Source: an optimization exercise on an open RTL-to-GDS flow (aim: small area). Production flows keep margins and buffers that such runs may drop. Only simulation tests tie the RTL to the original design; equivalence was not proved. Power figures rest on the tool's default switching activity, not on a simulated workload.

==> flow/design.v, too long to show whole: its modules and the start of the top module <==
// module pipelined_complex_mult: 1004 lines
// module cm_fa: 4 lines
// module cm_ha: 4 lines
// module cm_xor: 3 lines
// module cm_xnor: 3 lines
// module cm_or: 3 lines
// module cm_ao: 3 lines
// module cm_and: 3 lines
module pipelined_complex_mult (
    input clk,                    
    input rst,                    
    input signed [7:0] a,         
    input signed [7:0] b,         
    input signed [7:0] c,         
    input signed [7:0] d,         
    output reg signed [16:0] real_out,  
    output reg signed [16:0] imag_out   
);
  // ...
==> flow/run.sh <==
#!/bin/bash
# synth_recipe.tcl (not shown) runs the flow's synth.tcl, then flattens the netlist and writes it again
# the make line also repeats each setting of config.mk as NAME=value (left out here)
make -C /OpenROAD-flow-scripts/flow DESIGN_CONFIG=/design/flow/config.mk WORK_HOME=/design/flow/orfs CLKGATE_MAP_FILE= SYNTH_SCRIPT=/design/flow/synth_recipe.tcl finish
==> flow/config.mk <==
export PLATFORM = sky130hd
export DESIGN_NAME = pipelined_complex_mult
export DESIGN_NICKNAME = pipelined_complex_mult
export VERILOG_FILES = /design/flow/design.v
export SDC_FILE = /design/flow/constraint.sdc
export NUM_CORES = 4
export LEC_CHECK = 0
export CAP_MARGIN = 20
export CORE_MARGIN = 2
export CORE_UTILIZATION = 40
export CTS_BUF_LIST = sky130_fd_sc_hd__clkbuf_8
export GPL_TIMING_DRIVEN = 0
export SLEW_MARGIN = 20
export SYNTH_HIERARCHICAL = 1
==> flow/constraint.sdc <==
create_clock -name core_clock -period 5.0 [get_ports {clk}]
set_input_delay 1.0000 -clock core_clock [delete_from_list [all_inputs] [get_ports {clk}]]
set_output_delay 1.0000 -clock core_clock [all_outputs]
set_load 0.01 [all_outputs]
==> results.tsv, run 1 <==
stage	metric	value	unit
power	clkPwrFrac	0.142	
drt	wl_met3	916	µm
power	internal-power	4.017	mW
min_path	holdPathStages	0	
placement	place_inst	1196	
drt	wl_met1	9.116	mm
layout	nMultiInputCombCells	630	
clock_tree	cts_buffer_depth	2	
timing	hold_viol	0	
global_route	grt_start_max_net_pins	53	
outcome	outcome	timing/DRC/antenna clean	
setup_path	start_kind	register	
global_route	grt_first_pass_wirelength	34.83	mm
synth	synth-adder-area-share	0.4449	
synth	yosys.area.top_type	fa_1	
layout	drive_above_1_share	0.1099	
layout	nNetsFinal	1163	
setup_path	worstReg2RegStart	a3[3]	
layout	multi_input_area_share	0.5807	
global_route	grt_overflow_total	0	
placement	preCtsSetupSlack	-0.1760	ns
die	die_w	161.5	µm
die	die_h	161.5	µm
timing	layout_min_cycle_time	4.838	ns
setup_path	cpPeakStageDelay	0.57	ns
synth	synth.area.mux_share	0	
synth	yosys_warnings	7	
timing	period_share	0.9676	
power	power_density	564.0	mW/mm²
layout	final_common_cell	fa_1	
flow_run	cap_violations	0	
setup_path	cp.arrival	5.21	ns
synth	synth-main-ff-cell	dfxtp_1	
synth	ys_ff_latch	132	
synth	synth_edf_count	0	
layout	register_area	0.002935	mm²
clock_tree	cts_buffers	17	
timing	skew	0.02260	ns
setup_path	crit_top_cell	fa_1	
power	comb_power_share	0.646	
timing	setup_ws	0.1618	ns
drt	viasPerCell	4.762	
==> inputs of run 2 (changes only) <==
==> flow/flow/run.sh (new file) <==
#!/bin/bash
set -e
cd "$(dirname "$0")/.."
export BUFFER_PORTS_ARGS="-buffer_cell sky130_fd_sc_hd__buf_1"
export RECOVER_POWER=100
cp standard.sh run_standard_copy.log
bash standard.sh > run.log 2>&1
==> flow/standard.sh (new file) <==
#!/bin/bash
# synth_recipe.tcl (not shown) runs the flow's synth.tcl, then flattens the netlist and writes it again
# the make line also repeats each setting of config.mk as NAME=value (left out here)
make -C /OpenROAD-flow-scripts/flow DESIGN_CONFIG=/design/flow/config.mk WORK_HOME=/design/flow/orfs CLKGATE_MAP_FILE= SYNTH_SCRIPT=/design/flow/synth_recipe.tcl "${@:-finish}"
removed: flow/run.sh
==> results.tsv, run 2 <==
stage	metric	value	unit	change
global_route	track_usage	0.1722		
synth	yosys.area_share.simple	0.1554		
power	p_leak	4.393	nW	
power	power_density	566.2	mW/mm²	+0.38%
die	io_pins	68		
placement	dpl_cell_area	0.01058	mm²	
timing	layout_min_cycle_time	4.825	ns	-0.01278 ns
drt	ant_nets	0		
timing	maxSlewHeadroom	-0.5915		
timing	setup_viol	0		
power	power.switching	2.485	mW	
global_route	grt_start_max_net_pins	53		unchanged
min_path	hp-start	a1[7]		
placement	hpwlAfterDp	15.49	mm	
synth	ys_ff_latch	132		unchanged
synth	synth.area.mux_share	0		unchanged
die	rows	57		
setup_path	start_kind	register		
die	die_h	161.5	µm	unchanged
setup_path	cp.arrival	5.18	ns	-0.03 ns
synth	synthArstFlopShare	0.3939		
synth	synth_top_area_share	0.4058		
layout	final_util	0.4575		
clock_tree	cts_root_buffer	clkbuf_8		
setup_path	cpMaxStageDelayCell	fa_1		
die	start_util	0.4078		
synth	synth_seq_area_share	0.2927		
outcome	outcome	finished with violations		
clock_tree	cts_buffer_depth	2		unchanged
synth	synth-compound-area-share	0.03331		
global_route	grtUsageMet2	0.2871		
clock_tree	cts_buffers	17		unchanged
timing	period_share	0.9651		-0.002556
global_route	grt_first_pass_wirelength	34.21	mm	-1.8%
synth	ys_top_cells_by_area	fa_1, dfxtp_1, dfrtp_1		
power	swShare	0.3945		
synth	synthCells	805		
timing	timing.hold.ws	0.3032	ns	
timing	finalMaxSlewViolations	53		
die	coreArea	0.02432	mm²	
layout	diodes	0		
synth	synth-main-ff-cell	dfxtp_1		
setup_path	cp_cell_sequence	buf_6 -> nand2_1 -> fa_1 -> fa_1 -> fa_1 -> fa_1 -> fa_1 -> fa_1 -> ha_4 -> and2_1 -> and2_1 -> a21o_4 -> a21o_1 -> xnor2_1		
layout	drive_above_1_share	0.1078		-0.002079
synth	avgSynthCellArea	12.32	µm²	
synth	yosysMostFrequentCell	fa_1		
power	internal-power	3.815	mW	-5.0%
layout	nNetsFinal	1162		-0.086%
drt	route.detailed.wl_per_inst	16.78	µm	
layout	stdcell_count	1233		
clock_tree	cts_tree	yes		
synth	yosys_warnings	7		unchanged
synth	synth-adder-area-share	0.4449		unchanged
global_route	use_met1	0.2270		
clock_tree	clock_latency	0.47	ns	
timing	finalSetupTns	0	ns	
drt	wl	20.69	mm	
setup_path	required	5.35	ns	
power	power.share.sequential	0.219		
layout	area_growth	12.20	%	
power	vdd_drop_max	0.0004132	V	
synth	synth_common_cells	fa_1, nand2_1, and2_1		
global_route	busiest_layer	met2		
setup_path	end_kind	register		
die	dieArea	0.02607	mm²	
power	comb_power_share	0.629		-0.017
global_route	grt_antenna_before_repair	0		
timing	fmax	207.2	MHz	
global_route	grt_use_met3	0.03647		
layout	final_common_cell	fa_1		
clock_tree	cts.sinks	132		
layout	mostFrequentLayoutCells	fa_1, nand2_1, and2_1, dfxtp_1, buf_1		
power	clkPwrFrac	0.152		+0.010
synth	syn-cell-area	0.009917	mm²	
min_path	hold_class	register to register		
outcome	so_faults	max-capacitance violations, max-slew violations		
global_route	grt_pass1_vias	6569		
setup_path	crit_fanout	10		
timing	tightestPinTransition	2.374	ns	
setup_path	criticalPathCategory	register to register		
clock_tree	cts_hold_buf	0		
global_route	grt_overflow_total	0		unchanged
placement	gp_congestion	0.8299		
synth	yosys.area.top_type	fa_1		
clock_tree	h-tree-depth	4		
layout	design_area	0.01113	mm²	
drt	drtPass1Iterations	5		
setup_path	crit_path_start	a3[3]		
drt	viasPerCell	4.717		-0.94%
synth	yosysUniqueCellTypes	13		
timing	hold_viol	0		unchanged
setup_path	cpPeakStageDelay	0.62	ns	+0.05 ns
placement	place_inst	1196		unchanged
drt	route.detailed.drc	0		
clock_tree	clk_pin_slew	0.11	ns	
synth	synth_top_family_by_area	adder cells		
synth	synth_xor_area_frac	0.03621		
drt	drt_iter0_markers	390		
drt	via_count	5816		
layout	largest_registers	imag_out x17, real_out x17		
timing	skew	0.02265	ns	+0.00004750 ns
die	die_w	161.5	µm	unchanged
synth	synth_edf_count	0		unchanged
flow_run	cap_violations	1		+1
setup_path	crit_top_cell	fa_1		
setup_path	worstReg2RegStart	a3[3]		
placement	port_buffers	67		
## run 2: cell counts after synthesis
Identical to the previous run, type by type.
## run 2: kinds of logic (layout without fill, tap and decap cells)
group,after synthesis,after routing
other cells,1,1
fa+ha+maj,232,232
compound gates,44,44
xor+xnor,41,41
buf+inv,43,147
simple gates,312,312
flops,132,132
## run 2: final cells by class
class / count / area, µm²
Clock inverter: 15 / 175.2
Fill cell: 2292 / 13190
Tap cell: 324 / 405.4
Inverter: 9 / 35.03
Buffer: 34 / 345.3
Multi-Input combinational cell: 630 / 6708
Sequential cell: 132 / 2935
Timing Repair Buffer: 72 / 289.0
Clock buffer: 17 / 234.0
## run 2: what timing repair did
action | in CTS | in global routing
setup buffers | 3 | 2
gates resized for setup | 13 | 23
pin swaps | 0 | 5
endpoints found under the setup margin | 12 | 10
## run 2: Yosys stat by module, one instance, submodules excluded
module | cells inside | flip-flops and latches | times used | cell area [µm²]
pipelined_complex_mult | 451 | 132 | 1 | 4584
cm_fa | 1 | 0 | 201 | 20.02
cm_ha | 1 | 0 | 31 | 12.51
cm_xnor | 1 | 0 | 41 | 8.758
cm_ao | 1 | 0 | 44 | 7.507
cm_and | 1 | 0 | 20 | 6.256
cm_or | 1 | 0 | 17 | 6.256
## run 2: routing by layer
metal	wire, µm	vias up
met5	51	-
met4	231	2
met3	1101	18
met2	10430	153
met1	8877	2990
li1	-	2653
## run 2: path summary, 6_finish.rpt
| path | end | slack [ns] | cells past startpoint |
|---|---|---|---|
| setup / recovery | real_out[15] | 0.17 | 14 |
| hold / removal | a2[7] | 0.30 | 0 |
| setup reg to reg | real_out[15] | 0.17 | 14 |
| hold reg to reg | a2[7] | 0.30 | 0 |
| max in group asynchronous | a3[5] | 2.63 | 2 |
| min in group asynchronous | imag_out[5] | 1.13 | 2 |
## run 2: through the flow
step	worst slack [ns]	total power, mW
after floorplan	0.3102	4.529
after global placement	-0.1196	5.183
after detailed placement	-0.1544	5.235
after CTS	0.01546	6.239
after global routing	-0.005969	7.038
final	0.1746	6.300
## run 2: worst max-delay path, delay by kind of cell (launching register included)
| family | cells | cell delay, ns |
|---|---|---|
| compound gates | 2 | 0.40 |
| xor+xnor | 1 | 0.12 |
| fa+ha+maj | 7 | 3.16 |
| buf+inv | 1 | 0.17 |
| flops | 1 | 0.45 |
| simple gates | 3 | 0.40 |
## run 2: power groups by stage
stage | logic (mW) | registers, mW | clock network (mW)
after global placement | 3.78 | 1.41 | 0
after floorplan | 3.07 | 1.45 | 0
final | 3.96 | 1.38 | 0.959
after global routing | 4.60 | 1.40 | 1.04
after detailed placement | 3.83 | 1.41 | 0
after CTS | 3.86 | 1.38 | 1.00
==> inputs of run 3 (changes only) <==
==> flow/flow/run.sh (replaced) <==
#!/bin/bash
# The standard layout (standard.sh) with one change: the buffers that
# buffer_ports puts on every input and output port are the smallest buffer,
# sky130_fd_sc_hd__buf_1, instead of the cell it picks by default.
# Each tool's full output is in the logs standard.sh writes under orfs/logs;
# this script's own output goes to run.log.
set -e
cd "$(dirname "$0")/.."
export BUFFER_PORTS_ARGS="-buffer_cell sky130_fd_sc_hd__buf_1"
bash standard.sh > run.log 2>&1
==> results.tsv, run 3 <==
stage	metric	value	unit	change
die	rows	57		unchanged
clock_tree	cts_root_buffer	clkbuf_8		
timing	finalMaxSlewViolations	0		-100%
synth	yosysMostFrequentCell	fa_1		
min_path	hold_class	register to register		
die	io_pins	68		unchanged
synth	synthArstFlopShare	0.3939		unchanged
synth	syn-cell-area	0.009917	mm²	unchanged
layout	area_growth	12.25	%	about the same
placement	hpwlAfterDp	15.49	mm	unchanged
clock_tree	cts.sinks	132		unchanged
setup_path	required	5.36	ns	about the same
synth	synth-main-ff-cell	dfxtp_1		
synth	synth_seq_area_share	0.2927		unchanged
power	vdd_drop_max	0.0004133	V	about the same
setup_path	end_kind	register		
layout	nNetsFinal	1162		unchanged
timing	layout_min_cycle_time	4.829	ns	+0.003494 ns
drt	drt_iter0_markers	352		-9.7%
drt	viasPerCell	4.705		-0.26%
die	coreArea	0.02432	mm²	unchanged
synth	synthCells	805		unchanged
clock_tree	clock_latency	0.48	ns	about the same
global_route	grt_overflow_total	0		unchanged
clock_tree	cts_tree	yes		
layout	mostFrequentLayoutCells	fa_1, nand2_1, and2_1, dfxtp_1, buf_1		
synth	ys_top_cells_by_area	fa_1, dfxtp_1, dfrtp_1		
timing	tightestPinTransition	0.6739	ns	-1.700 ns
synth	synth_top_area_share	0.4058		unchanged
timing	maxSlewHeadroom	0.5507		+1.142
drt	ant_nets	0		unchanged
layout	nFillCells	2289		-0.13%
drt	drtPass1Iterations	4		-1
clock_tree	clk_pin_slew	0.11	ns	about the same
drt	route.detailed.wl_per_inst	16.80	µm	+0.15%
layout	final_common_cell	fa_1		
outcome	outcome	timing/DRC/antenna clean		
power	p_leak	4.409	nW	+0.37%
timing	setup_ws	0.1711	ns	-0.003494 ns
synth	avgSynthCellArea	12.32	µm²	unchanged
timing	period_share	0.9658		about the same
timing	skew	0.02499	ns	+0.002335 ns
clock_tree	cts_buffers	17		unchanged
drt	wl	20.72	mm	+0.15%
setup_path	cp.arrival	5.19	ns	about the same
die	die_h	161.5	µm	unchanged
clock_tree	h-tree-depth	4		unchanged
layout	diodes	0		unchanged
setup_path	crit_fanout	10		unchanged
setup_path	criticalPathCategory	register to register		
setup_path	start_kind	register		
layout	drive_above_1_share	0.1089		+0.001100
synth	ys_ff_latch	132		unchanged
drt	route.detailed.drc	0		unchanged
synth	yosys_warnings	7		unchanged
clock_tree	cts_buffer_depth	2		unchanged
power	power_density	565.9	mW/mm²	about the same
flow_run	cap_violations	0		-1
die	dieArea	0.02607	mm²	unchanged
die	die_w	161.5	µm	unchanged
timing	fmax	207.1	MHz	about the same
synth	yosysUniqueCellTypes	13		unchanged
timing	setup_viol	0		unchanged
global_route	grt_antenna_before_repair	0		unchanged
drt	via_count	5801		-0.26%
timing	finalSetupTns	0	ns	unchanged
layout	largest_registers	imag_out x17, real_out x17		
global_route	grt_first_pass_wirelength	34.21	mm	unchanged
global_route	grt_pass1_vias	6569		unchanged
global_route	track_usage	0.1722		unchanged
placement	gp_congestion	0.8299		unchanged
setup_path	reg2reg_slack	0.17	ns	about the same
global_route	grt_start_max_net_pins	53		unchanged
placement	preCtsSetupSlack	-0.1544	ns	unchanged
synth	synth_common_cells	fa_1, nand2_1, and2_1		
synth	yosys.area.top_type	fa_1		
synth	synth_edf_count	0		unchanged
die	start_util	0.4078		unchanged
placement	port_buffers	67		unchanged
timing	hold_viol	0		unchanged
==> run 3: worst paths after layout <==
check | start | to | cells after the start
max in group asynchronous | rst | a3[5] | 2
max | a3[3] | real_out[15] | 14
min reg2reg | a1[7] | a2[7] | 0
min in group asynchronous | rst | imag_out[5] | 2
max reg2reg | a3[3] | real_out[15] | 14
min | a1[7] | a2[7] | 0
==> run 3: critical path: stages, from the launching register on <==
cell	delay, ns
dfrtp_2	0.45
buf_6	0.17
nand2_1	0.08
fa_1	0.44
fa_1	0.53
fa_1	0.46
fa_1	0.44
fa_1	0.44
fa_1	0.62
ha_4	0.23
and2_1	0.16
and2_1	0.16
a21o_4	0.24
a21o_1	0.16
xnor2_1	0.12
==> run 3: modules after synthesis (local to each module, per instance) <==
module | cells inside | times used | flip-flops and latches
cm_ao | 1 | 44 | 0
cm_or | 1 | 17 | 0
cm_ha | 1 | 31 | 0
cm_fa | 1 | 201 | 0
cm_xnor | 1 | 41 | 0
pipelined_complex_mult | 451 | 1 | 132
cm_and | 1 | 20 | 0
==> run 3: stage by stage <==
step | power (mW) | hold WS [ns] | std cells | instance area, µm² | util
final | 6.299 | 0.3010 | 1233 | 11130 | 0.4577
after global routing | 7.039 | 0.3188 | 1233 | 11130 | 0.4577
after detailed placement | 5.235 | 0.3121 | 1196 | 10580 | 0.4349
after global placement | 5.183 | 0.3118 | 1196 | 10570 | 0.4348
after floorplan | 4.529 | 0.3096 | 805 | 9917 | -
after CTS | 6.239 | 0.3093 | 1231 | 11030 | 0.4534
==> run 3: final cells by class <==
type / count / area (µm²) / share of cell area
clock inverter: 15 / 175.2 / 0.01574
sequential: 132 / 2935 / 0.2637
inverter: 9 / 36.28 / 0.003260
tap: 324 / 405.4 / 0.03642
multi-input combinational: 630 / 6708 / 0.6026
buffer: 34 / 349.1 / 0.03136
clock buffer: 17 / 234.0 / 0.02102
timing repair buffer: 72 / 289.0 / 0.02596
==> run 3: cells by family after synthesis <==
logic type / share of synthesized area
AND/OR/NAND/NOR: 0.1554
adder cells (fa/ha/maj): 0.4449
flip-flops: 0.2927
AO/OA/AOI/OAI: 0.03331
buffers and inverters: 0.03709
XOR/XNOR: 0.03621
other: 0.0003781
==> run 3: repair_timing <==
action,CTS,global route
setup endpoints to repair,12,10
hold buffers,0,0
resized for setup,13,23
pin swaps,0,5
buffers inserted,3,2
==> run 3: report_power, final <==
part	internal (mW)	switching, mW	leakage (nW)
Clock	0.427	0.534	0.212
Combinational	2.08	1.88	2.90
Sequential	1.31	0.0701	1.30
==> run 3: metal layers <==
| layer | global-route usage | share of wire |
|---|---|---|
| met2 | 0.2871 | 0.51 |
| met1 | 0.2270 | 0.42 |
| met5 | 0.01515 | 0.0025 |
| met3 | 0.03647 | 0.059 |
| met4 | 0.04870 | 0.012 |
==> inputs of run 4 (changes only) <==
==> flow/flow/run.sh (replaced) <==
#!/bin/bash
# The standard layout (standard.sh) with these changes:
#  - buffer_ports puts the smallest buffer, sky130_fd_sc_hd__buf_1, on every
#    input and output port instead of the cell it picks by default;
#  - clock tree synthesis arguments as set below (CTS_ARGS), if any.
# Each tool's full output is in the logs standard.sh writes under orfs/logs;
# this script's own output goes to run.log.
set -e
cd "$(dirname "$0")/.."
export BUFFER_PORTS_ARGS="-buffer_cell sky130_fd_sc_hd__buf_1"
export CTS_ARGS="-sink_clustering_enable -repair_clock_nets -dont_use_dummy_load -buf_list sky130_fd_sc_hd__clkbuf_8"
bash standard.sh > run.log 2>&1
==> results.tsv, run 4 <==
stage	metric	value	unit	change
outcome	outcome	timing/DRC/antenna clean		
global_route	grt_overflow_total	0		unchanged
timing	layout_min_cycle_time	4.849	ns	+0.01969 ns
synth	synth_top_area_share	0.4058		unchanged
setup_path	reg2reg_slack	0.15	ns	-0.02 ns
synth	ys_ff_latch	132		unchanged
min_path	holdPathEnd	b2[1]		
clock_tree	clk_pin_slew	0.09	ns	-0.02 ns
min_path	hp-start	b1[1]		
clock_tree	cts_buffers	17		unchanged
flow_run	cap_violations	0		unchanged
power	p_leak	4.330	nW	-1.8%
timing	finalSetupTns	0	ns	unchanged
placement	port_buffers	67		unchanged
layout	stdcell_count	1220		-1.1%
timing	maxSlewHeadroom	0.5463		-0.004411
power	power.switching	2.313	mW	-7.0%
synth	yosys.area.top_type	fa_1		
layout	multi_input_area	0.006695	mm²	-0.19%
placement	preCtsSetupSlack	-0.1544	ns	unchanged
drt	route.detailed.drc	0		unchanged
die	io_pins	68		unchanged
clock_tree	cts_root_buffer	clkbuf_8		
power	power.share.sequential	0.231		+0.012
placement	gp_congestion	0.8299		unchanged
clock_tree	cts_tree	yes		
power	comb_power_share	0.656		+0.027
global_route	grt_first_pass_wirelength	33.89	mm	-0.95%
timing	setup_ws	0.1514	ns	-0.01969 ns
synth	syn-cell-area	0.009917	mm²	unchanged
power	vdd_drop_max	0.0004141	V	+0.20%
die	coreArea	0.02432	mm²	unchanged
synth	avgSynthCellArea	12.32	µm²	unchanged
drt	drtPass1Iterations	5		+1
die	rows	57		unchanged
setup_path	crit_fanout	10		unchanged
die	die_h	161.5	µm	unchanged
setup_path	criticalPathCategory	register to register		
drt	viasPerCell	4.758		+1.1%
global_route	grt_antenna_before_repair	0		unchanged
timing	hold_viol	0		unchanged
synth	synth-main-ff-cell	dfxtp_1		
die	start_util	0.4078		unchanged
drt	wl	20.50	mm	-1.1%
synth	yosys_warnings	7		unchanged
layout	mostFrequentLayoutCells	fa_1, nand2_1, and2_1, dfxtp_1, buf_1		
setup_path	worstReg2RegStart	a3[3]		
timing	period_share	0.9697		+0.003938
drt	route.detailed.wl_per_inst	16.80	µm	about the same
setup_path	start_kind	register		
timing	finalMaxSlewViolations	0		unchanged
power	clkPwrFrac	0.112		-0.041
layout	nFillCells	2297		+0.35%
synth	synthArstFlopShare	0.3939		unchanged
drt	via_count	5805		+0.069%
power	power_density	544.0	mW/mm²	-3.9%
power	internal-power	3.651	mW	-4.3%
synth	yosysMostFrequentCell	fa_1		
die	die_w	161.5	µm	unchanged
layout	diodes	0		unchanged
setup_path	required	5.34	ns	-0.02 ns
setup_path	end_kind	register		
min_path	hold_class	register to register		
timing	fmax	206.2	MHz	-0.41%
placement	hpwlAfterDp	15.49	mm	unchanged
global_route	grt_start_max_net_pins	53		unchanged
synth	synthCells	805		unchanged
setup_path	timing.rr.end	real_out[15]		
layout	register_area	0.002935	mm²	unchanged
layout	area_growth	10.55	%	
clock_tree	cts_buffer_depth	2		unchanged
timing	skew	0.03405	ns	+0.009060 ns
layout	nNetsFinal	1164		+0.17%
power	swShare	0.3877		-0.006821
synth	synth_edf_count	0		unchanged
setup_path	cp.arrival	5.19	ns	about the same
placement	place_inst	1196		unchanged
die	dieArea	0.02607	mm²	unchanged
synth	yosysUniqueCellTypes	13		unchanged
global_route	track_usage	0.1709		-0.001320
global_route	grt_pass1_vias	6499		-1.1%
clock_tree	clock_latency	0.47	ns	about the same
layout	final_common_cell	fa_1		
synth	synth_common_cells	fa_1, nand2_1, and2_1		
layout	largest_registers	imag_out x17, real_out x17		
timing	setup_viol	0		unchanged
layout	drive_above_1_share	0.09487		-0.01404
clock_tree	h-tree-depth	4		unchanged
synth	synth_seq_area_share	0.2927		unchanged
drt	ant_nets	0		unchanged
clock_tree	cts.sinks	132		unchanged
power	finalPower	5.964	mW	-5.3%
timing	tightestPinTransition	0.6805	ns	+0.006617 ns
drt	drt_iter0_markers	372		+5.7%
setup_path	r2r.worst_path.cells	14		unchanged
synth	ys_top_cells_by_area	fa_1, dfxtp_1, dfrtp_1		
min_path	holdPathStages	0		unchanged
## run 4: metal layers
layer  global-route usage  vias up  wire length (µm)
met5                    0        -                 0
met4              0.04708        0               282
met3              0.03852       21              1082
met2               0.2840      160             10330
met1               0.2263     2987              8809
li1                     -     2637                 -
## run 4: power groups by stage
stage          Clock (mW)  Sequential [mW]  Combinational (mW)
2_1_floorplan           0             1.45                3.07
3_3_place_gp            0             1.41                3.78
3_5_place_dp            0             1.41                3.83
4_1_cts             0.711             1.38                3.85
5_1_grt             0.753             1.40                4.54
6_report            0.670             1.38                3.91
## run 4: what timing repair did
action	CTS	global route
pin swaps	0	4
setup endpoints to repair	10	12
endpoints found under the hold margin	0	0
buffers inserted	3	4
hold buffers	0	0
gates resized for setup	10	26
## run 4: cell type report
| type | instances | share of cell area |
|---|---|---|
| multi-input cells | 630 | 0.6107 |
| well taps | 324 | 0.03698 |
| clock buffers | 17 | 0.02134 |
| repair buffers | 74 | 0.02773 |
| inverters | 9 | 0.003310 |
| flip-flops and latches | 132 | 0.2677 |
| plain buffers | 34 | 0.03218 |
## run 4: how the worst max path moves through the flow
stage	cells past startpoint	end	slack (ns)	from
3_3_place_gp	14	real_out[15]	-0.12	a3[4]
3_5_place_dp	14	real_out[15]	-0.15	a3[4]
2_1_floorplan	14	real_out[14]	0.31	a3[4]
5_1_grt	15	real_out[13]	-0.009	a3[0]
6_report	14	real_out[15]	0.15	a3[3]
4_1_cts	14	real_out[15]	0.002	a3[2]
## run 4: cell families (layout without fill, tap and decap cells)
logic type,after synthesis,count (layout),synth area share
flops,132,132,0.2927
fa+ha+maj,232,232,0.4449
compound gates,44,44,0.03331
simple gates,312,312,0.1554
xor+xnor,41,41,0.03621
other cells,1,1,0.0003781
buf+inv,43,134,0.03709
## run 4: worst max-delay path, cell delays in order, from the launching register on
cell	delay, ns
dfrtp_2	0.44
buf_6	0.17
nand2_1	0.08
fa_1	0.44
fa_1	0.53
fa_1	0.46
fa_1	0.44
fa_1	0.54
fa_1	0.42
ha_1	0.36
and2_1	0.17
and2_1	0.16
a21o_4	0.24
a21o_1	0.16
xnor2_1	0.12
## run 4: Yosys stat by module, one instance, submodules excluded
module | flops+latches | cell area [µm²] | cells
pipelined_complex_mult | 132 | 4584 | 451
cm_fa | 0 | 20.02 | 1
cm_ha | 0 | 12.51 | 1
cm_xnor | 0 | 8.758 | 1
cm_ao | 0 | 7.507 | 1
cm_and | 0 | 6.256 | 1
cm_or | 0 | 6.256 | 1
## run 4: metrics by stage
stage / instance area [µm²] / hold WS (ns) / utilization
floorplan: 9917 / 0.3096 / -
global placement: 10570 / 0.3118 / 0.4348
detailed placement: 10580 / 0.3121 / 0.4349
CTS: 10850 / 0.3049 / 0.4460
global route: 10960 / 0.3008 / 0.4508
finish: 10960 / 0.2981 / 0.4508
==> inputs of run 5 (changes only) <==
--- a/flow/flow/run.sh
+++ b/flow/flow/run.sh
@@ -9,4 +9,5 @@
 cd "$(dirname "$0")/.."
 export BUFFER_PORTS_ARGS="-buffer_cell sky130_fd_sc_hd__buf_1"
 export CTS_ARGS="-sink_clustering_enable -repair_clock_nets -dont_use_dummy_load -buf_list sky130_fd_sc_hd__clkbuf_8"
+export REMOVE_ABC_BUFFERS=1
 bash standard.sh > run.log 2>&1
==> results.tsv, run 5 <==
stage	metric	value	unit	change
outcome	outcome	timing/DRC/antenna clean		
setup_path	cp.arrival	5.19	ns	about the same
layout	mostFrequentLayoutCells	fa_1, nand2_1, and2_1, buf_1, dfxtp_1		
layout	nNetsFinal	1149		-1.3%
synth	yosysUniqueCellTypes	13		unchanged
synth	yosys.area.top_type	fa_1		
clock_tree	cts_root_buffer	clkbuf_8		
setup_path	timing.rr.end	imag_out[15]		
min_path	hp-start	d2[7]		
drt	ant_nets	0		unchanged
clock_tree	cts_hold_buf	0		unchanged
timing	setup_ws	0.1489	ns	-0.002436 ns
timing	timing.hold.ws	0.3155	ns	+0.01743 ns
power	p_leak	4.221	nW	-2.5%
die	die_h	161.5	µm	unchanged
die	die_w	161.5	µm	unchanged
global_route	grt_overflow_total	0		unchanged
timing	fmax	206.1	MHz	about the same
synth	synth_seq_area_share	0.2927		unchanged
drt	via_count	5803		-0.034%
clock_tree	cts_buffers	17		unchanged
setup_path	r2r.worst_path.cells	13		-1
timing	layout_min_cycle_time	4.851	ns	+0.002436 ns
drt	viasPerCell	4.816		+1.2%
power	finalPower	5.929	mW	-0.59%
setup_path	required	5.34	ns	about the same
placement	hpwlAfterDp	13.47	mm	-13%
placement	preCtsSetupSlack	-0.3306	ns	-0.1763 ns
synth	yosys_warnings	7		unchanged
synth	syn-cell-area	0.009917	mm²	unchanged
timing	hold_viol	0		unchanged
power	vdd_drop_max	0.0003518	V	-15%
clock_tree	clk_pin_slew	0.09	ns	about the same
setup_path	end_kind	register		
layout	final_common_cell	fa_1		
clock_tree	cts_tree	yes		
die	start_util	0.4078		unchanged
setup_path	crit_path_start	a3[0]		
layout	area_growth	8.806	%	
drt	route.detailed.drc	0		unchanged
synth	synth-main-ff-cell	dfxtp_1		
setup_path	cp_cell_sequence	and2_1 -> fa_1 -> fa_1 -> fa_1 -> fa_1 -> fa_1 -> fa_1 -> ha_4 -> and2_1 -> and2_1 -> a21o_2 -> a21o_1 -> xnor2_1		
power	power_density	549.5	mW/mm²	+1.0%
layout	largest_registers	imag_out x17, real_out x17		
global_route	track_usage	0.1681		-0.002767
synth	ys_top_cells_by_area	fa_1, dfxtp_1, dfrtp_1		
setup_path	crit_fanout	6		-4
placement	dpl_cell_area	0.01024	mm²	-3.2%
synth	ys_ff_latch	132		unchanged
min_path	holdPathStages	0		unchanged
timing	finalMaxSlewViolations	0		unchanged
global_route	grt_first_pass_wirelength	33.52	mm	-1.1%
die	dieArea	0.02607	mm²	unchanged
setup_path	crit_top_cell	fa_1		
synth	yosysMostFrequentCell	fa_1		
synth	synthCells	805		unchanged
drt	wl	20.18	mm	-1.6%
timing	skew	0.03610	ns	+0.002058 ns
min_path	hold_class	register to register		
setup_path	reg2reg_slack	0.15	ns	about the same
die	coreArea	0.02432	mm²	unchanged
clock_tree	h-tree-depth	4		unchanged
setup_path	criticalPathCategory	register to register		
placement	gp_congestion	0.7760		-6.5%
timing	setup_viol	0		unchanged
clock_tree	cts_buffer_depth	2		unchanged
flow_run	cap_violations	0		unchanged
setup_path	worstReg2RegStart	a3[0]		
global_route	grt_start_max_net_pins	53		unchanged
drt	route.detailed.wl_per_inst	16.75	µm	-0.35%
clock_tree	clock_latency	0.47	ns	about the same
drt	drt_iter0_markers	345		-7.3%
layout	design_area	0.01079	mm²	-1.6%
timing	maxSlewHeadroom	0.5441		-0.002259
placement	port_buffers	67		unchanged
global_route	grt_antenna_before_repair	0		unchanged
global_route	grt_pass1_vias	6472		-0.42%
setup_path	cpMaxStageDelayCell	fa_1		
drt	drtPass1Iterations	7		+2
setup_path	start_kind	register		
timing	period_share	0.9702		about the same
min_path	holdPathEnd	d3[7]		
layout	drive_above_1_share	0.08967		-0.005195
setup_path	cpPeakStageDelay	0.63	ns	+0.09 ns
synth	synth_common_cells	fa_1, nand2_1, and2_1		
synth	synthArstFlopShare	0.3939		unchanged
synth	synth_top_area_share	0.4058		unchanged
timing	tightestPinTransition	0.6839	ns	+0.003388 ns
die	io_pins	68		unchanged
synth	synth_edf_count	0		unchanged
synth	avgSynthCellArea	12.32	µm²	unchanged
clock_tree	cts.sinks	132		unchanged
die	rows	57		unchanged
layout	diodes	0		unchanged
-- run 5: cell types whose count changed in the layout (fill, tap and decap cells not counted), sizes merged --
cell  previous run  this run
buf            108        93
-- run 5: worst max path at each step --
stage / slack [ns] / cells past startpoint / end
global route: -0.006 / 13 / imag_out[15]
global placement: -0.28 / 13 / real_out[14]
CTS: 0.005 / 13 / imag_out[15]
detailed placement: -0.33 / 13 / real_out[12]
floorplan: 0.26 / 13 / imag_out[14]
finish: 0.15 / 13 / imag_out[15]
-- run 5: final cells by class --
| class | instances | area, µm² |
|---|---|---|
| Clock buffer | 17 | 234.0 |
| Fill cell | 2255 | 13530 |
| Inverter | 9 | 36.28 |
| Multi-Input combinational cell | 630 | 6674 |
| Sequential cell | 132 | 2987 |
| Tap cell | 324 | 405.4 |
| Timing Repair Buffer | 93 | 454.2 |
-- run 5: modules after synthesis (local to each module, per instance), excerpt --
module / flops+latches / cells / cell area (µm²)
cm_xnor: 0 / 1 / 8.758
cm_ao: 0 / 1 / 7.507
cm_ha: 0 / 1 / 12.51
cm_fa: 0 / 1 / 20.02
cm_or: 0 / 1 / 6.256
cm_and: 0 / 1 / 6.256
-- run 5: routing by layer --
metal  up-vias  share of wire  global-route usage
met5         -              0                   0
met3        27          0.048             0.03698
met4         0          0.016             0.05479
met2       166           0.52              0.2863
met1      3002           0.42              0.2137
li1       2608              -                   -
-- run 5: timing repair --
item,CTS,global route
endpoints found under the hold margin,0,0
setup endpoints to repair,12,10
setup buffers,2,24
resized for setup,26,27
-- run 5: worst max-delay path, delay by kind of cell, from the launching register on --
kind	cells	cell delay, ns
AOI/OAI and AO/OA	2	0.45
adders and majority gates	7	3.20
DFF	1	0.49
xor gates and xnor gates	1	0.12
and+or+nand+nor	3	0.48
-- run 5: power by group --
part,internal (mW),leakage (nW),switching (mW)
Sequential,1.31,1.29,0.102
Clock,0.299,0.122,0.375
Combinational,2.00,2.81,1.85
Total,3.61,4.22,2.32
-- run 5: kinds of logic (layout without fill, tap and decap cells) --
group / count (synthesis) / after routing / synth area share
buffers and inverters: 43 / 119 / 0.03709
DFF: 132 / 132 / 0.2927
adders and majority gates: 232 / 232 / 0.4449
other: 1 / 1 / 0.0003781
and+or+nand+nor: 312 / 312 / 0.1554
AOI/OAI and AO/OA: 44 / 44 / 0.03331
xor gates and xnor gates: 41 / 41 / 0.03621
-- run 5: metrics by stage --
stage          utilization  setup TNS (ns)  instances
2_1_floorplan            -               0        771
3_3_place_gp        0.4211          -2.709       1162
3_5_place_dp        0.4212          -3.129       1162
4_1_cts             0.4331               0       1181
5_1_grt             0.4437       -0.005666       1205
6_report            0.4437               0       1205
==> inputs of run 6 (changes only) <==
--- a/flow/flow/run.sh
+++ b/flow/flow/run.sh
@@ -9,5 +9,4 @@
 cd "$(dirname "$0")/.."
 export BUFFER_PORTS_ARGS="-buffer_cell sky130_fd_sc_hd__buf_1"
 export CTS_ARGS="-sink_clustering_enable -repair_clock_nets -dont_use_dummy_load -buf_list sky130_fd_sc_hd__clkbuf_8"
-export REMOVE_ABC_BUFFERS=1
 bash standard.sh > run.log 2>&1
==> flow/flow/ff.json (new file) <==
{"SYNTH_HIERARCHICAL": 1, "GPL_TIMING_DRIVEN": 0, "CTS_BUF_LIST": ["sky130_fd_sc_hd__clkbuf_8"]}
--- a/flow/config.mk
+++ b/flow/config.mk
@@ -8,7 +8,4 @@
 export CAP_MARGIN = 20
 export CORE_MARGIN = 2
 export CORE_UTILIZATION = 40
-export CTS_BUF_LIST = sky130_fd_sc_hd__clkbuf_8
-export GPL_TIMING_DRIVEN = 0
 export SLEW_MARGIN = 20
-export SYNTH_HIERARCHICAL = 1
==> results.tsv, run 6 <==
stage	metric	value	unit	change
synth	avgSynthCellArea	10.83	µm²	-12%
layout	largest_registers	imag_out x17, real_out x17		
setup_path	cpPeakStageDelay	0.54	ns	-0.09 ns
die	dieArea	0.02755	mm²	+5.7%
timing	tightestPinTransition	0.6897	ns	+0.005812 ns
setup_path	cp_cell_sequence	buf_4 -> buf_4 -> and2_1 -> fa_1 -> ha_1 -> fa_1 -> fa_1 -> inv_1 -> fa_1 -> ha_1 -> o21a_1 -> o31ai_2 -> a21oi_2 -> buf_4 -> and3_1 -> or4_1		
global_route	grt_overflow_total	0		unchanged
setup_path	end_kind	register		
clock_tree	h-tree-depth	4		unchanged
timing	maxSlewHeadroom	0.5402		-0.003875
layout	design_area	0.01197	mm²	+11%
die	die_w	166.0	µm	+2.8%
synth	ys_top_cells_by_area	fa_1, dfxtp_1, dfrtp_1		
drt	wl	21.31	mm	+5.6%
global_route	grt_first_pass_wirelength	36.89	mm	+10%
timing	hold_viol	0		unchanged
min_path	hold_class	register to register		
drt	viasPerCell	4.599		-4.5%
die	io_pins	68		unchanged
clock_tree	cts_buffer_depth	2		unchanged
drt	route.detailed.wl_per_inst	14.98	µm	-11%
die	rows	59		+3.5%
placement	preCtsSetupSlack	-0.1137	ns	+0.2169 ns
synth	synth_seq_area_share	0.2766		-0.01615
synth	yosys.area.top_type	fa_1		
timing	finalSetupTns	0	ns	unchanged
placement	hpwlAfterDp	16.76	mm	+24%
timing	skew	0.03909	ns	+0.002985 ns
timing	fmax	204.5	MHz	-0.78%
power	vdd_drop_max	0.0004642	V	+32%
outcome	outcome	timing/DRC/antenna clean		
global_route	track_usage	0.1693		+0.001193
drt	via_count	6544		+13%
global_route	busiest_layer	met2		
die	die_h	166.0	µm	+2.8%
timing	setup_viol	0		unchanged
synth	synthArstFlopShare	0.3939		unchanged
clock_tree	clk_pin_slew	0.09	ns	about the same
flow_run	cap_violations	0		unchanged
placement	dpl_cell_area	0.01158	mm²	+13%
synth	synth_edf_count	0		unchanged
global_route	grt_antenna_before_repair	0		unchanged
clock_tree	clock_latency	0.45	ns	-0.02 ns
global_route	grtUsageMet2	0.2964		+0.01009
placement	port_buffers	67		unchanged
die	start_util	0.4051		-0.002689
timing	grt_setup_unrepaired	yes		
setup_path	required	5.33	ns	about the same
global_route	grt_start_max_net_pins	53		unchanged
drt	ant_nets	0		unchanged
layout	area_growth	14.05	%	
die	coreArea	0.02591	mm²	+6.5%
setup_path	criticalPathCategory	register to register		
synth	synth-main-ff-cell	dfxtp_1		
clock_tree	cts_tree	yes		
synth	synthCells	969		+20%
global_route	use_met1	0.2198		+0.006136
synth	synth_top_area_share	0.3967		-0.009043
layout	final_common_cell	fa_1		
power	power_density	541.6	mW/mm²	-1.4%
setup_path	crit_fanout	6		unchanged
clock_tree	cts_root_buffer	clkbuf_8		
drt	drtPass1Iterations	4		-3
synth	synth_common_cells	fa_1, inv_1, and2_1		
placement	gp_congestion	0.8482		+9.3%
drt	drt_iter0_markers	256		-26%
synth	ys_ff_latch	132		unchanged
layout	diodes	0		unchanged
synth	yosysMostFrequentCell	fa_1		
setup_path	cpMaxStageDelayCell	fa_1		
timing	finalMaxSlewViolations	0		unchanged
synth	yosysUniqueCellTypes	34		+21
power	p_leak	5.637	nW	+34%
setup_path	crit_top_cell	fa_1		
drt	route.detailed.drc	0		unchanged
setup_path	start_kind	register		
layout	mostFrequentLayoutCells	fa_1, inv_1, and2_1, nand2_1, dfxtp_1		
setup_path	cp.arrival	5.22	ns	+0.03 ns
synth	yosys_warnings	1		-6
clock_tree	cts_buffers	17		unchanged
layout	nNetsFinal	1380		+20%
clock_tree	cts.sinks	132		unchanged
global_route	grt_pass1_vias	7366		+14%
layout	drive_above_1_share	0.1149		+0.02522
timing	setup_ws	0.1106	ns	-0.03832 ns
timing	layout_min_cycle_time	4.889	ns	+0.03833 ns
global_route	grt_use_met3	0.02908		-0.007905
timing	period_share	0.9779		+0.007665
synth	syn-cell-area	0.01050	mm²	+5.8%
## run 6: critical path, delay by kind of cell, from the launching register on
| kind | cells | cell delay [ns] |
|---|---|---|
| DFF | 1 | 0.41 |
| and+or+nand+nor | 3 | 0.81 |
| buffers and inverters | 4 | 0.50 |
| AOI/OAI and AO/OA | 3 | 0.42 |
| adders and majority gates | 6 | 2.65 |
## run 6: final cells by class
cell class                 count  area, µm²
sequential                   132       2917
tap                          335      419.2
timing repair buffer         137      843.3
fill                        2512      13940
inverter                     197      739.5
clock buffer                  17      234.0
multi-input combinational    605       6819
## run 6: layer usage
layer	wire [µm]	part of all wire
met2	10930	0.51
met4	344	0.016
met1	9129	0.43
met5	0	0
met3	907	0.043
## run 6: cell families after synthesis
family                   synth area share
XOR/XNOR                          0.01252
flip-flops                         0.2766
other                           0.0003573
AO/OA/AOI/OAI                     0.02801
buffers and inverters             0.08297
AND/OR/NAND/NOR                    0.1457
adder cells (fa/ha/maj)            0.4539
## run 6: per-stage QoR
step / std cells / total power, mW / util / hold WS [ns]
floorplan: 969 / 4.396 / - / 0.3096
global placement: 1399 / 5.547 / 0.4471 / 0.3114
detailed placement: 1399 / 5.619 / 0.4471 / 0.3121
CTS: 1418 / 6.356 / 0.4570 / 0.3030
global route: 1423 / 7.276 / 0.4620 / 0.3189
finish: 1423 / 6.483 / 0.4620 / 0.3033
## run 6: where the power goes
| part | switching [mW] | leakage (nW) | internal [mW] |
|---|---|---|---|
| clock | 0.375 | 0.122 | 0.299 |
| combinational | 2.27 | 4.22 | 2.17 |
| sequential | 0.0662 | 1.30 | 1.31 |
## run 6: worst paths after layout
check | from | to | slack (ns) | cells past startpoint
worst max register to register | a3[2] | imag_out[13] | 0.11 | 16
min in group asynchronous | rst | imag_out[11] | 0.71 | 3
max in group asynchronous | rst | a3[3] | 3.77 | 3
worst max-delay path | a3[2] | imag_out[13] | 0.11 | 16
worst min-delay path | d1[4] | d2[4] | 0.30 | 0
worst min register to register | d1[4] | d2[4] | 0.30 | 0
## run 6: what timing repair did
action                     4_1_cts  5_1_grt
setup endpoints to repair        6       12
hold buffers                     0        0
buffers inserted                 2        5
pin swaps                        0       12
gates resized for setup          4       28
==> inputs of run 7 (changes only) <==
--- a/flow/flow/run.sh
+++ b/flow/flow/run.sh
@@ -8,5 +8,5 @@
 set -e
 cd "$(dirname "$0")/.."
 export BUFFER_PORTS_ARGS="-buffer_cell sky130_fd_sc_hd__buf_1"
-export CTS_ARGS="-sink_clustering_enable -repair_clock_nets -dont_use_dummy_load -buf_list sky130_fd_sc_hd__clkbuf_8"
+export CTS_ARGS="-sink_clustering_enable -repair_clock_nets -dont_use_dummy_load -buf_list sky130_fd_sc_hd__clkbuf_8 -sink_clustering_size 30 -sink_clustering_max_diameter 150"
 bash standard.sh > run.log 2>&1
==> results.tsv, run 7 <==
stage	metric	value	unit	change
outcome	outcome	timing/DRC/antenna clean		
synth	avgSynthCellArea	10.83	µm²	unchanged
timing	skew	0.03909	ns	unchanged
synth	ys_ff_latch	132		unchanged
global_route	grt_start_max_net_pins	53		unchanged
drt	route.detailed.wl_per_inst	14.98	µm	unchanged
die	io_pins	68		unchanged
clock_tree	cts_hold_buf	0		unchanged
synth	synthCells	969		unchanged
layout	drive_above_1_share	0.1149		unchanged
clock_tree	clock_latency	0.45	ns	about the same
setup_path	crit_buf_inv	4		unchanged
setup_path	end_kind	register		
setup_path	crit_fanout	6		unchanged
global_route	grt_pass1_vias	7366		unchanged
placement	dpl_cell_area	0.01158	mm²	unchanged
timing	setup_ws	0.1106	ns	unchanged
die	die_w	166.0	µm	unchanged
layout	design_area	0.01197	mm²	unchanged
drt	ant_nets	0		unchanged
die	dieArea	0.02755	mm²	unchanged
die	coreArea	0.02591	mm²	unchanged
setup_path	start_kind	register		
power	power_density	541.6	mW/mm²	unchanged
layout	nNetsFinal	1380		unchanged
synth	synth_top_area_share	0.3967		unchanged
die	die_h	166.0	µm	unchanged
clock_tree	clk_pin_slew	0.09	ns	about the same
setup_path	criticalPathCategory	register to register		
timing	hold_viol	0		unchanged
setup_path	crit_family	adder cells		
min_path	hold_class	register to register		
synth	synth-main-ff-cell	dfxtp_1		
layout	final_util	0.4620		unchanged
layout	final_common_cell	fa_1		
timing	finalMaxSlewViolations	0		unchanged
synth	syn-cell-area	0.01050	mm²	unchanged
timing	grt_setup_unrepaired	yes		
setup_path	cpPeakStageDelay	0.54	ns	about the same
clock_tree	h-tree-depth	4		unchanged
global_route	track_usage	0.1693		unchanged
placement	gp_congestion	0.8482		unchanged
clock_tree	cts.sinks	132		unchanged
drt	route.met2.wl	10.93	mm	unchanged
power	vdd_drop_max	0.0004642	V	unchanged
placement	port_buffers	67		unchanged
drt	drt_iter0_markers	256		unchanged
drt	via_count	6544		unchanged
layout	area_growth	14.05	%	unchanged
drt	dr.max_layer_used	met4		
timing	maxSlewHeadroom	0.5402		unchanged
layout	diodes	0		unchanged
synth	yosysUniqueCellTypes	34		unchanged
clock_tree	cts_root_buffer	clkbuf_8		
drt	wl_met1	9.129	mm	unchanged
setup_path	crit_top_cell	fa_1		
synth	yosys_warnings	1		unchanged
synth	ys_top_cells_by_area	fa_1, dfxtp_1, dfrtp_1		
synth	synth_common_cells	fa_1, inv_1, and2_1		
setup_path	required	5.33	ns	about the same
drt	viasPerCell	4.599		unchanged
synth	synth_seq_area_share	0.2766		unchanged
timing	finalSetupTns	0	ns	unchanged
drt	wl_met3	907	µm	unchanged
setup_path	cp_cell_sequence	buf_4 -> buf_4 -> and2_1 -> fa_1 -> ha_1 -> fa_1 -> fa_1 -> inv_1 -> fa_1 -> ha_1 -> o21a_1 -> o31ai_2 -> a21oi_2 -> buf_4 -> and3_1 -> or4_1		
placement	hpwlAfterDp	16.76	mm	unchanged
synth	synthArstFlopShare	0.3939		unchanged
timing	layout_min_cycle_time	4.889	ns	unchanged
drt	route.detailed.drc	0		unchanged
drt	wl	21.31	mm	unchanged
power	finalPower	6.483	mW	unchanged
clock_tree	cts_buffers	17		unchanged
flow_run	cap_violations	0		unchanged
placement	preCtsSetupSlack	-0.1137	ns	unchanged
drt	drtPass1Iterations	4		unchanged
clock_tree	cts_tree	yes		
layout	mostFrequentLayoutCells	fa_1, inv_1, and2_1, nand2_1, dfxtp_1		
power	p_leak	5.637	nW	unchanged
setup_path	cp.arrival	5.22	ns	about the same
setup_path	reg2reg_slack	0.11	ns	about the same
timing	fmax	204.5	MHz	unchanged
global_route	grt_antenna_before_repair	0		unchanged
timing	setup_viol	0		unchanged
global_route	grt_first_pass_wirelength	36.89	mm	unchanged
global_route	grt_overflow_total	0		unchanged
timing	period_share	0.9779		unchanged
timing	tightestPinTransition	0.6897	ns	unchanged
layout	largest_registers	imag_out x17, real_out x17		
synth	yosysMostFrequentCell	fa_1		
synth	synth_edf_count	0		unchanged
setup_path	cpMaxStageDelayCell	fa_1		
synth	yosys.area.top_type	fa_1		
die	rows	59		unchanged
die	start_util	0.4051		unchanged
clock_tree	cts_buffer_depth	2		unchanged
[run 7: cell counts after synthesis]
No cell type changed its count.
[run 7: power breakdown]
group | total (mW) | internal (mW) | switching (mW) | leakage [nW]
Sequential | 1.37 | 1.31 | 0.0662 | 1.30
Combinational | 4.44 | 2.17 | 2.27 | 4.22
Clock | 0.674 | 0.299 | 0.375 | 0.122
Total | 6.48 | 3.78 | 2.71 | 5.64
[run 7: area by class of cell]
cell class                 instances  area, µm²
clock buffer                      17      234.0
fill                            2512      13940
inverter                         197      739.5
multi-input combinational        605       6819
sequential                       132       2917
tap                              335      419.2
timing repair buffer             137      843.3
[run 7: kinds of logic (layout without fill, tap and decap cells)]
kind of cell / count (synthesis) / in the layout / synth area share
AOI/OAI and AO/OA: 37 / 37 / 0.02801
DFF: 132 / 132 / 0.2766
other: 1 / 1 / 0.0003573
xor gates and xnor gates: 15 / 15 / 0.01252
and+or+nand+nor: 296 / 296 / 0.1457
buffers and inverters: 232 / 351 / 0.08297
adders and majority gates: 256 / 256 / 0.4539
[run 7: worst reg2reg max path, stage by stage (launching register included)]
cell	delay, ns
dfrtp_1	0.41
buf_4	0.14
buf_4	0.15
and2_1	0.17
fa_1	0.48
ha_1	0.34
fa_1	0.47
fa_1	0.54
inv_1	0.05
fa_1	0.47
ha_1	0.35
o21a_1	0.20
o31ai_2	0.08
a21oi_2	0.14
buf_4	0.16
and3_1	0.15
or4_1	0.49
[run 7: metrics by stage]
step / cells / hold slack [ns]
after detailed placement: 1399 / 0.3121
final: 1423 / 0.3033
after CTS: 1418 / 0.3030
after floorplan: 969 / 0.3096
after global placement: 1399 / 0.3114
after global routing: 1423 / 0.3189
[run 7: what timing repair did]
item | CTS | global route
resized for setup | 4 | 28
endpoints found under the setup margin | 6 | 12
buffers inserted | 2 | 5
pin swaps | 0 | 12
[run 7: path summary, 6_finish.rpt]
kind / start / end / cells after the start
worst max-delay path: a3[2] / imag_out[13] / 16
min in group asynchronous: rst / imag_out[11] / 3
worst min-delay path: d1[4] / d2[4] / 0
max in group asynchronous: rst / a3[3] / 3
worst min register to register: d1[4] / d2[4] / 0
worst max register to register: a3[2] / imag_out[13] / 16
[run 7: per-layer routing]
| metal | vias to the layer above | global-route usage |
|---|---|---|
| met5 | - | 0 |
| met2 | 129 | 0.2964 |
| met3 | 23 | 0.02908 |
| met1 | 3347 | 0.2198 |
| met4 | 0 | 0.04045 |
| li1 | 3045 | - |

port drivers added, routing unchanged:
No port has a modelled driver above. Below, the same layouts with a new extraction and two added sets of constraints.
Step 1 assumes that a clkbuf_16 drives the clock port and a buf_2 every other input.
Step 2 times the ports against the registers' clock, not the clock port: input delays grow and output delays shrink by t, the midpoint of the rising clock arrivals with the driver on.
Slacks: ideal ports / drivers / drivers and shift; pairs: ideal ports / drivers.
run	shift t [ns]	setup slack, ns	worst register clock-pin slew, ns
run 1	0.495	0.162 / 0.162 / 0.162	0.10 / 0.10
run 2	0.504	0.175 / 0.175 / 0.175	0.11 / 0.11
run 3	0.512	0.171 / 0.171 / 0.171	0.11 / 0.11
run 4	0.491	0.151 / 0.151 / 0.151	0.10 / 0.10
run 5	0.493	0.149 / 0.149 / 0.149	0.09 / 0.09
run 6	0.476	0.111 / 0.111 / 0.111	0.09 / 0.09
run 7	0.476	0.111 / 0.111 / 0.111	0.09 / 0.09
